From an optimization exercise on the open Yosys and OpenROAD flow, aimed at small area and a short achievable clock period; shortcuts taken in it are not production practice.
In this exercise RTL edits were held to simulation tests only and were not proved equivalent to the original.

==> job 6226: inputs <==
Design jh_efield, start of the top module:
module jh_efield(
	input rst,
	input clock,
	input [26:0] r,				 
	input [26:0] V_right,				 
	input [26:0] V_left,					 
	input [26:0] V_top,		 
	input [26:0] V_bottom,	 
	output [26:0] fdtd_result
);
==> module fpa_diff, before the edit <==
module fpa_diff (
	input  [26:0] in_A,
	input  [26:0] in_B,
	output        a_gt,
	output [4:0]  d5
);
	wire [8:0] dAB = {1'b0, in_A[25:18]} - {1'b0, in_B[25:18]};
	wire [8:0] dBA = {1'b0, in_B[25:18]} - {1'b0, in_A[25:18]};
	assign a_gt = dBA[8];
	wire [7:0] d = a_gt ? dAB[7:0] : dBA[7:0];
	assign d5  = (d > 8'd21) ? 5'd31 : d[4:0];
endmodule
==> module jh_efield, before the edit <==
module jh_efield(
	input rst,
	input clock,
	input [26:0] r,				 
	input [26:0] V_right,				 
	input [26:0] V_left,					 
	input [26:0] V_top,		 
	input [26:0] V_bottom,	 
	output [26:0] fdtd_result
);
	reg [26:0] s0_top, s0_bot, s0_rgt, s0_lft;
	always @(posedge clock) begin
		s0_top <= V_top; s0_bot <= V_bottom;
		s0_rgt <= V_right; s0_lft <= V_left;
	end
	wire       s0_tb_gt, s0_rl_gt;
	wire [4:0] s0_tb_d5, s0_rl_d5;
	fpa_diff diff12 (.in_A(s0_top), .in_B(s0_bot), .a_gt(s0_tb_gt), .d5(s0_tb_d5));
	fpa_diff diff3 (.in_A(s0_rgt), .in_B(s0_lft), .a_gt(s0_rl_gt), .d5(s0_rl_d5));
	wire        s0_tb_Ss, s0_tb_Sz, s0_rl_Ss, s0_rl_Sz;
	wire [26:0] s0_tb_L, s0_rl_L;
	wire [16:0] s0_tb_Sf, s0_rl_Sf;
	fpa_swap swap12 (.in_A(s0_top), .in_B(s0_bot), .a_gt(s0_tb_gt), .L(s0_tb_L), .S_s(s0_tb_Ss),
	                 .S_f(s0_tb_Sf), .S_z(s0_tb_Sz));
	fpa_swap swap3 (.in_A(s0_rgt), .in_B(s0_lft), .a_gt(s0_rl_gt), .L(s0_rl_L), .S_s(s0_rl_Ss),
	                .S_f(s0_rl_Sf), .S_z(s0_rl_Sz));
	reg  [26:1] r_q1, c1r_q2;
	reg  [19:0] c3_q3;
	wire [26:0] c1r;
	fp_mul_c1 mul0 (.in_A({r_q1, 1'b0}), .out_Prod(c1r));
	wire [17:0] c1f = {1'b1, c1r_q2[17:1]};
	always @(posedge clock) begin
		r_q1 <= r[26:1];
		c1r_q2 <= c1r[26:1];
		c3_q3 <= {2'b00, c1f} + {1'b0, c1f, 1'b0};
	end
	wire sub2 = s0_tb_L[26] ^ s0_tb_Ss;
	wire dL_s = s0_tb_L[26] ^ ~(sub2 | s0_tb_gt);
	wire dS_s = s0_tb_Ss ^ ~(sub2 | ~s0_tb_gt);
	wire top_s = s0_tb_gt ? s0_tb_L[26] : s0_tb_Ss;
	wire        a_sgn, a_z, d_sgn, d_z;
	wire [7:0]  a_e, d_e;
	wire [20:0] a_F, d_F;
	wire [4:0]  a_lz, d_lz;
	fpa_core c_add (.L(s0_tb_L), .L_s(top_s), .S_s(s0_tb_Ss), .sub(1'b0), .S_f(s0_tb_Sf),
	                .d5(s0_tb_d5), .S_z(s0_tb_Sz), .sgn(a_sgn), .e(a_e), .F(a_F), .lz(a_lz), .z(a_z));
	fpa_core c_dif (.L(s0_tb_L), .L_s(sub2 ? s0_tb_L[26] : dL_s), .S_s(sub2 ? s0_tb_Ss : dS_s),
	                .sub(1'b1), .S_f(s0_tb_Sf),
	                .d5(s0_tb_d5), .S_z(s0_tb_Sz), .sgn(d_sgn), .e(d_e), .F(d_F), .lz(d_lz), .z(d_z));
	wire [26:0] tb_sum = a_z ? 27'd0 : {a_sgn, a_e, a_F[20] ? a_F[19:2] : a_F[18:1]};
	wire [26:0] tb_dif;
	fpa_back b_dif (.sgn(d_sgn), .e(d_e), .F(d_F), .lz(d_lz), .z(d_z), .out_Sum(tb_dif));
	wire [26:0] out1 = sub2 ? tb_sum : tb_dif;
	wire [26:0] out2 = sub2 ? tb_dif : tb_sum;
	wire        rl_sgn, rl_z;
	wire [7:0]  rl_e;
	wire [20:0] rl_F;
	wire [4:0]  rl_lz;
	fpa_core c3 (.L(s0_rl_L), .L_s(s0_rl_L[26]), .S_s(s0_rl_Ss), .sub(s0_rl_L[26] ^ s0_rl_Ss),
	             .S_f(s0_rl_Sf), .d5(s0_rl_d5), .S_z(s0_rl_Sz),
	             .sgn(rl_sgn), .e(rl_e), .F(rl_F), .lz(rl_lz), .z(rl_z));
	wire [26:0] out3;
	fpa_back b3 (.sgn(rl_sgn), .e(rl_e), .F(rl_F), .lz(rl_lz), .z(rl_z), .out_Sum(out3));
	reg [26:1] s1_t1, s1_t2, s1_t3;
	always @(posedge clock) begin
		s1_t1 <= out1[26:1];
		s1_t2 <= out2[26:1];
		s1_t3 <= out3[26:1];
	end
	wire [26:0] out4, out5, out6;
	fp_mul_b8 mul1 (.in_A({s1_t1, 1'b0}), .in_B({c1r_q2, 1'b0}), .c3(c3_q3), .out_Prod(out4));
	fp_mul_c2 mul2 (.in_A({s1_t2, 1'b0}), .out_Prod(out5));
	fp_mul_c3 mul3 (.in_A({s1_t3, 1'b0}), .out_Prod(out6));
	reg [26:0] s2_p4, s2_p5, s2_p6;
	always @(posedge clock) begin
		s2_p4 <= out4;
		s2_p5 <= out5;
		s2_p6 <= out6;
	end
	wire [35:0] pre5;
	wire [26:0] out7;
	fpa_front add5 (.in_A(s2_p5), .in_B(s2_p4), .pre(pre5));
	fpa_norm n5 (.pre(pre5), .out_Sum(out7));
	reg [26:0] s3_p7, s3_p6;
	always @(posedge clock) begin
		s3_p7 <= out7;
		s3_p6 <= s2_p6;
	end
	wire [35:0] pre6;
	wire [26:0] out8;
	fpa_front add6 (.in_A(s3_p6), .in_B(s3_p7), .pre(pre6));
	fpa_norm n6 (.pre(pre6), .out_Sum(out8));
	reg [26:0] s4_out;
	always @(posedge clock) s4_out <= out8;
	assign fdtd_result = s4_out;
endmodule
clock: 17.0 ns
lec_check: 0
abc_area: 1
cap_margin: 20
core_margin: 2
core_utilization: 50
slew_margin: 20
standard.sh (not shown) runs the stock make flow with config.mk's settings and CLKGATE_MAP_FILE= SYNTH_SCRIPT=/design/flow/synth_recipe.tcl, a recipe that flattens the netlist after the stock synthesis.
==> flow/flow/run.sh <==
#!/bin/bash
# Layout flow: the standard flow (standard.sh) with two changes:
# - synthesis does not map adders onto the library's full/half-adder cells
#   (ADDER_MAP_FILE left empty), so ABC maps and times that logic with the rest;
# - timing repair (floorplan, CTS and global-route steps) aims for 11.5 ns of
#   setup slack instead of 0 (SETUP_SLACK_MARGIN), so that it works on the
#   paths that set the period the design achieves. The clock period and the
#   constraints are the design's, unchanged.
set -euo pipefail
cd "$(dirname "$0")/.."
export ADDER_MAP_FILE=
export SETUP_SLACK_MARGIN=11.5
bash standard.sh > standard.log 2>&1
==> job 4220: changes against job 6226 <==
--- a/flow/design.v
+++ b/flow/design.v
@@ -19,6 +19,34 @@
 );
-	wire [8:0] dAB = {1'b0, in_A[25:18]} - {1'b0, in_B[25:18]};
-	wire [8:0] dBA = {1'b0, in_B[25:18]} - {1'b0, in_A[25:18]};
+	wire [7:0] dAB;
+	wire [8:0] dBA;
+	fpa_esub es (.eA(in_A[25:18]), .eB(in_B[25:18]), .dAB(dAB), .dBA(dBA));
+	fpa_dsel ds (.dAB(dAB), .dBA(dBA), .a_gt(a_gt), .d5(d5));
+endmodule
+module fpa_esub (
+	input  [7:0] eA,
+	input  [7:0] eB,
+	output [7:0] dAB,
+	output [8:0] dBA
+);
+	assign dAB = eA - eB;
+	assign dBA = {1'b0, eB} - {1'b0, eA};
+endmodule
+module fpa_dsel1 (
+	input  [8:0] dBA,
+	output       a_gt,
+	output [4:0] d5
+);
 	assign a_gt = dBA[8];
-	wire [7:0] d = a_gt ? dAB[7:0] : dBA[7:0];
+	wire [4:0] nd = ~dBA[4:0] + 5'd1;
+	wire big = a_gt ? (dBA < 9'h1eb) : (dBA[7:0] > 8'd21);
+	assign d5 = big ? 5'd31 : a_gt ? nd : dBA[4:0];
+endmodule
+module fpa_dsel (
+	input  [7:0] dAB,
+	input  [8:0] dBA,
+	output       a_gt,
+	output [4:0] d5
+);
+	assign a_gt = dBA[8];
+	wire [7:0] d = a_gt ? dAB : dBA[7:0];
 	assign d5  = (d > 8'd21) ? 5'd31 : d[4:0];
@@ -205,3 +233,6 @@
 );
+	wire [8:0] tb_dBA = {1'b0, V_bottom[25:18]} - {1'b0, V_top[25:18]};
+	wire [8:0] rl_dBA = {1'b0, V_left[25:18]} - {1'b0, V_right[25:18]};
 	reg [26:0] s0_top, s0_bot, s0_rgt, s0_lft;
+	reg [8:0]  s0_tb_dBA, s0_rl_dBA;
 	always @(posedge clock) begin
@@ -209,2 +240,4 @@
 		s0_rgt <= V_right; s0_lft <= V_left;
+		s0_tb_dBA <= tb_dBA;
+		s0_rl_dBA <= rl_dBA;
 	end
@@ -212,4 +245,4 @@
 	wire [4:0] s0_tb_d5, s0_rl_d5;
-	fpa_diff diff12 (.in_A(s0_top), .in_B(s0_bot), .a_gt(s0_tb_gt), .d5(s0_tb_d5));
-	fpa_diff diff3 (.in_A(s0_rgt), .in_B(s0_lft), .a_gt(s0_rl_gt), .d5(s0_rl_d5));
+	fpa_dsel1 ds12 (.dBA(s0_tb_dBA), .a_gt(s0_tb_gt), .d5(s0_tb_d5));
+	fpa_dsel1 ds3 (.dBA(s0_rl_dBA), .a_gt(s0_rl_gt), .d5(s0_rl_d5));
 	wire        s0_tb_Ss, s0_tb_Sz, s0_rl_Ss, s0_rl_Sz;
@@ -222,6 +255,6 @@
 	reg  [26:1] r_q1, c1r_q2;
-	reg  [19:0] c3_q3;
+	reg  [19:0] c3_q2;
 	wire [26:0] c1r;
 	fp_mul_c1 mul0 (.in_A({r_q1, 1'b0}), .out_Prod(c1r));
-	wire [17:0] c1f = {1'b1, c1r_q2[17:1]};
+	wire [17:0] c1f = {1'b1, c1r[17:1]};
 	always @(posedge clock) begin
@@ -229,3 +262,3 @@
 		c1r_q2 <= c1r[26:1];
-		c3_q3 <= {2'b00, c1f} + {1'b0, c1f, 1'b0};
+		c3_q2 <= {2'b00, c1f} + {1'b0, c1f, 1'b0};
 	end
@@ -265,3 +298,3 @@
 	wire [26:0] out4, out5, out6;
-	fp_mul_b8 mul1 (.in_A({s1_t1, 1'b0}), .in_B({c1r_q2, 1'b0}), .c3(c3_q3), .out_Prod(out4));
+	fp_mul_b8 mul1 (.in_A({s1_t1, 1'b0}), .in_B({c1r_q2, 1'b0}), .c3(c3_q2), .out_Prod(out4));
 	fp_mul_c2 mul2 (.in_A({s1_t2, 1'b0}), .out_Prod(out5));
@@ -275,17 +308,32 @@
 	wire [35:0] pre5;
-	wire [26:0] out7;
 	fpa_front add5 (.in_A(s2_p5), .in_B(s2_p4), .pre(pre5));
-	fpa_norm n5 (.pre(pre5), .out_Sum(out7));
-	reg [26:0] s3_p7, s3_p6;
+	reg [35:0] s3_pre5;
+	reg [26:0] s3_p6;
 	always @(posedge clock) begin
-		s3_p7 <= out7;
+		s3_pre5 <= pre5;
 		s3_p6 <= s2_p6;
 	end
-	wire [35:0] pre6;
-	wire [26:0] out8;
-	fpa_front add6 (.in_A(s3_p6), .in_B(s3_p7), .pre(pre6));
-	fpa_norm n6 (.pre(pre6), .out_Sum(out8));
-	reg [26:0] s4_out;
-	always @(posedge clock) s4_out <= out8;
-	assign fdtd_result = s4_out;
+	wire [26:0] out7;
+	fpa_norm n5 (.pre(s3_pre5), .out_Sum(out7));
+	wire [7:0] e7 = s3_pre5[0] ? 8'd0 : s3_pre5[34:27];
+	wire [7:0] a6_dAB;
+	wire [8:0] a6_dBA;
+	fpa_esub es6 (.eA(s3_p6[25:18]), .eB(e7), .dAB(a6_dAB), .dBA(a6_dBA));
+	wire       a6_gt;
+	wire [4:0] a6_d5;
+	fpa_dsel ds6 (.dAB(a6_dAB), .dBA(a6_dBA), .a_gt(a6_gt), .d5(a6_d5));
+	wire        a6_Ss, a6_Sz;
+	wire [26:0] a6_L;
+	wire [16:0] a6_Sf;
+	fpa_swap swap6 (.in_A(s3_p6), .in_B(out7), .a_gt(a6_gt), .L(a6_L), .S_s(a6_Ss),
+	                .S_f(a6_Sf), .S_z(a6_Sz));
+	wire        a6_sgn, a6_z;
+	wire [7:0]  a6_e;
+	wire [20:0] a6_F;
+	wire [4:0]  a6_lz;
+	fpa_core c6 (.L(a6_L), .L_s(a6_L[26]), .S_s(a6_Ss), .sub(a6_L[26] ^ a6_Ss), .S_f(a6_Sf),
+	             .d5(a6_d5), .S_z(a6_Sz), .sgn(a6_sgn), .e(a6_e), .F(a6_F), .lz(a6_lz), .z(a6_z));
+	reg [35:0] s4_pre6;
+	always @(posedge clock) s4_pre6 <= {a6_sgn, a6_e, a6_F, a6_lz, a6_z};
+	fpa_norm n6 (.pre(s4_pre6), .out_Sum(fdtd_result));
 endmodule
--- a/flow/flow/run.sh
+++ b/flow/flow/run.sh
@@ -4,3 +4,3 @@
 #   (ADDER_MAP_FILE left empty), so ABC maps and times that logic with the rest;
-# - timing repair (floorplan, CTS and global-route steps) aims for 11.5 ns of
+# - timing repair (floorplan, CTS and global-route steps) aims for 11 ns of
 #   setup slack instead of 0 (SETUP_SLACK_MARGIN), so that it works on the
@@ -11,3 +11,3 @@
 export ADDER_MAP_FILE=
-export SETUP_SLACK_MARGIN=11.5
+export SETUP_SLACK_MARGIN=11
 bash standard.sh > standard.log 2>&1
CTS_CLUSTER_DIAMETER = 100   (was default)
CTS_CLUSTER_SIZE = 30   (was default)
PLACE_DENSITY = 0.9   (was default)
==> job 9325: changes against job 6226 <==
--- a/flow/design.v
+++ b/flow/design.v
@@ -19,6 +19,24 @@
 );
-	wire [8:0] dAB = {1'b0, in_A[25:18]} - {1'b0, in_B[25:18]};
-	wire [8:0] dBA = {1'b0, in_B[25:18]} - {1'b0, in_A[25:18]};
+	wire [7:0] dAB;
+	wire [8:0] dBA;
+	fpa_esub es (.eA(in_A[25:18]), .eB(in_B[25:18]), .dAB(dAB), .dBA(dBA));
+	fpa_dsel ds (.dAB(dAB), .dBA(dBA), .a_gt(a_gt), .d5(d5));
+endmodule
+module fpa_esub (
+	input  [7:0] eA,
+	input  [7:0] eB,
+	output [7:0] dAB,
+	output [8:0] dBA
+);
+	assign dAB = eA - eB;
+	assign dBA = {1'b0, eB} - {1'b0, eA};
+endmodule
+module fpa_dsel (
+	input  [7:0] dAB,
+	input  [8:0] dBA,
+	output       a_gt,
+	output [4:0] d5
+);
 	assign a_gt = dBA[8];
-	wire [7:0] d = a_gt ? dAB[7:0] : dBA[7:0];
+	wire [7:0] d = a_gt ? dAB : dBA[7:0];
 	assign d5  = (d > 8'd21) ? 5'd31 : d[4:0];
@@ -205,3 +223,9 @@
 );
+	wire [7:0] tb_dAB, rl_dAB;
+	wire [8:0] tb_dBA, rl_dBA;
+	fpa_esub es12 (.eA(V_top[25:18]), .eB(V_bottom[25:18]), .dAB(tb_dAB), .dBA(tb_dBA));
+	fpa_esub es3 (.eA(V_right[25:18]), .eB(V_left[25:18]), .dAB(rl_dAB), .dBA(rl_dBA));
 	reg [26:0] s0_top, s0_bot, s0_rgt, s0_lft;
+	reg [7:0]  s0_tb_dAB, s0_rl_dAB;
+	reg [8:0]  s0_tb_dBA, s0_rl_dBA;
 	always @(posedge clock) begin
@@ -209,2 +233,4 @@
 		s0_rgt <= V_right; s0_lft <= V_left;
+		s0_tb_dAB <= tb_dAB; s0_tb_dBA <= tb_dBA;
+		s0_rl_dAB <= rl_dAB; s0_rl_dBA <= rl_dBA;
 	end
@@ -212,4 +238,4 @@
 	wire [4:0] s0_tb_d5, s0_rl_d5;
-	fpa_diff diff12 (.in_A(s0_top), .in_B(s0_bot), .a_gt(s0_tb_gt), .d5(s0_tb_d5));
-	fpa_diff diff3 (.in_A(s0_rgt), .in_B(s0_lft), .a_gt(s0_rl_gt), .d5(s0_rl_d5));
+	fpa_dsel ds12 (.dAB(s0_tb_dAB), .dBA(s0_tb_dBA), .a_gt(s0_tb_gt), .d5(s0_tb_d5));
+	fpa_dsel ds3 (.dAB(s0_rl_dAB), .dBA(s0_rl_dBA), .a_gt(s0_rl_gt), .d5(s0_rl_d5));
 	wire        s0_tb_Ss, s0_tb_Sz, s0_rl_Ss, s0_rl_Sz;
@@ -222,6 +248,6 @@
 	reg  [26:1] r_q1, c1r_q2;
-	reg  [19:0] c3_q3;
+	reg  [19:0] c3_q2;
 	wire [26:0] c1r;
 	fp_mul_c1 mul0 (.in_A({r_q1, 1'b0}), .out_Prod(c1r));
-	wire [17:0] c1f = {1'b1, c1r_q2[17:1]};
+	wire [17:0] c1f = {1'b1, c1r[17:1]};
 	always @(posedge clock) begin
@@ -229,3 +255,3 @@
 		c1r_q2 <= c1r[26:1];
-		c3_q3 <= {2'b00, c1f} + {1'b0, c1f, 1'b0};
+		c3_q2 <= {2'b00, c1f} + {1'b0, c1f, 1'b0};
 	end
@@ -265,3 +291,3 @@
 	wire [26:0] out4, out5, out6;
-	fp_mul_b8 mul1 (.in_A({s1_t1, 1'b0}), .in_B({c1r_q2, 1'b0}), .c3(c3_q3), .out_Prod(out4));
+	fp_mul_b8 mul1 (.in_A({s1_t1, 1'b0}), .in_B({c1r_q2, 1'b0}), .c3(c3_q2), .out_Prod(out4));
 	fp_mul_c2 mul2 (.in_A({s1_t2, 1'b0}), .out_Prod(out5));
@@ -275,17 +301,32 @@
 	wire [35:0] pre5;
-	wire [26:0] out7;
 	fpa_front add5 (.in_A(s2_p5), .in_B(s2_p4), .pre(pre5));
-	fpa_norm n5 (.pre(pre5), .out_Sum(out7));
-	reg [26:0] s3_p7, s3_p6;
+	reg [35:0] s3_pre5;
+	reg [26:0] s3_p6;
 	always @(posedge clock) begin
-		s3_p7 <= out7;
+		s3_pre5 <= pre5;
 		s3_p6 <= s2_p6;
 	end
-	wire [35:0] pre6;
-	wire [26:0] out8;
-	fpa_front add6 (.in_A(s3_p6), .in_B(s3_p7), .pre(pre6));
-	fpa_norm n6 (.pre(pre6), .out_Sum(out8));
-	reg [26:0] s4_out;
-	always @(posedge clock) s4_out <= out8;
-	assign fdtd_result = s4_out;
+	wire [26:0] out7;
+	fpa_norm n5 (.pre(s3_pre5), .out_Sum(out7));
+	wire [7:0] e7 = s3_pre5[0] ? 8'd0 : s3_pre5[34:27];
+	wire [7:0] a6_dAB;
+	wire [8:0] a6_dBA;
+	fpa_esub es6 (.eA(s3_p6[25:18]), .eB(e7), .dAB(a6_dAB), .dBA(a6_dBA));
+	wire       a6_gt;
+	wire [4:0] a6_d5;
+	fpa_dsel ds6 (.dAB(a6_dAB), .dBA(a6_dBA), .a_gt(a6_gt), .d5(a6_d5));
+	wire        a6_Ss, a6_Sz;
+	wire [26:0] a6_L;
+	wire [16:0] a6_Sf;
+	fpa_swap swap6 (.in_A(s3_p6), .in_B(out7), .a_gt(a6_gt), .L(a6_L), .S_s(a6_Ss),
+	                .S_f(a6_Sf), .S_z(a6_Sz));
+	wire        a6_sgn, a6_z;
+	wire [7:0]  a6_e;
+	wire [20:0] a6_F;
+	wire [4:0]  a6_lz;
+	fpa_core c6 (.L(a6_L), .L_s(a6_L[26]), .S_s(a6_Ss), .sub(a6_L[26] ^ a6_Ss), .S_f(a6_Sf),
+	             .d5(a6_d5), .S_z(a6_Sz), .sgn(a6_sgn), .e(a6_e), .F(a6_F), .lz(a6_lz), .z(a6_z));
+	reg [35:0] s4_pre6;
+	always @(posedge clock) s4_pre6 <= {a6_sgn, a6_e, a6_F, a6_lz, a6_z};
+	fpa_norm n6 (.pre(s4_pre6), .out_Sum(fdtd_result));
 endmodule
--- a/flow/flow/run.sh
+++ b/flow/flow/run.sh
@@ -4,3 +4,3 @@
 #   (ADDER_MAP_FILE left empty), so ABC maps and times that logic with the rest;
-# - timing repair (floorplan, CTS and global-route steps) aims for 11.5 ns of
+# - timing repair (floorplan, CTS and global-route steps) aims for 11 ns of
 #   setup slack instead of 0 (SETUP_SLACK_MARGIN), so that it works on the
@@ -11,3 +11,3 @@
 export ADDER_MAP_FILE=
-export SETUP_SLACK_MARGIN=11.5
+export SETUP_SLACK_MARGIN=11
 bash standard.sh > standard.log 2>&1
CTS_BUF_LIST = sky130_fd_sc_hd__clkbuf_8   (was default)
PLACE_DENSITY = 0.75   (was default)
==> flow_summary_export.csv <==
group,metric,value,unit
floorplan,start_util,50.3,%
status,status,"timing/DRC/antenna clean",
layout,multiInputCombCellCount,9602,
drt,met2_length,124000,µm
critical_path,slowest_stage,"dfxtp_4",
place,gp_congestion,1.01,
the above is filed under job 6226

==> flow_summary_export.csv <==
group,metric,value,unit
floorplan,start_util,50.4,%
drt,met2_length,92200,µm
status,status,"timing/DRC/antenna clean",
layout,multiInputCombCellCount,9731,
the above is filed under job 4220

==> flow_summary_export.csv <==
group,metric,value,unit
status,status,"timing/DRC/antenna clean",
critical_path,slowest_stage,"dfxtp_4",
layout,multiInputCombCellCount,9779,
drt,met2_length,106000,µm
floorplan,start_util,50.4,%
the above is filed under job 9325

[static timing again, ports no longer ideal]
The results above use ideal ports. As a check the final layouts listed here were re-extracted and re-timed, cells and wires unchanged.
Step 1 (the two cells are an assumption about what drives the block):
set clk [get_ports {clock}]
set_driving_cell -lib_cell sky130_fd_sc_hd__clkbuf_16 $clk
set_driving_cell -lib_cell sky130_fd_sc_hd__buf_2 [delete_from_list [all_inputs] $clk]
Step 2 moves the port delays by t, midway between the first and last clock arrival at a register: inputs arrive t later, outputs are due t later. That takes back most of the time a late clock gives input paths.
Three values: no drivers, after step 1, after step 2; two values: the first two.
run	t (ns)	slack for setup (ns)	worst setup path at the end
job 6226	0.740	11.050 / 11.050 / 11.050	register to register
job 4220	0.708	11.060 / 10.988 / 11.151	register to register
job 9325	0.868	11.109 / 11.030 / 11.137	input to register
After both steps setup and hold are still met in every run listed.
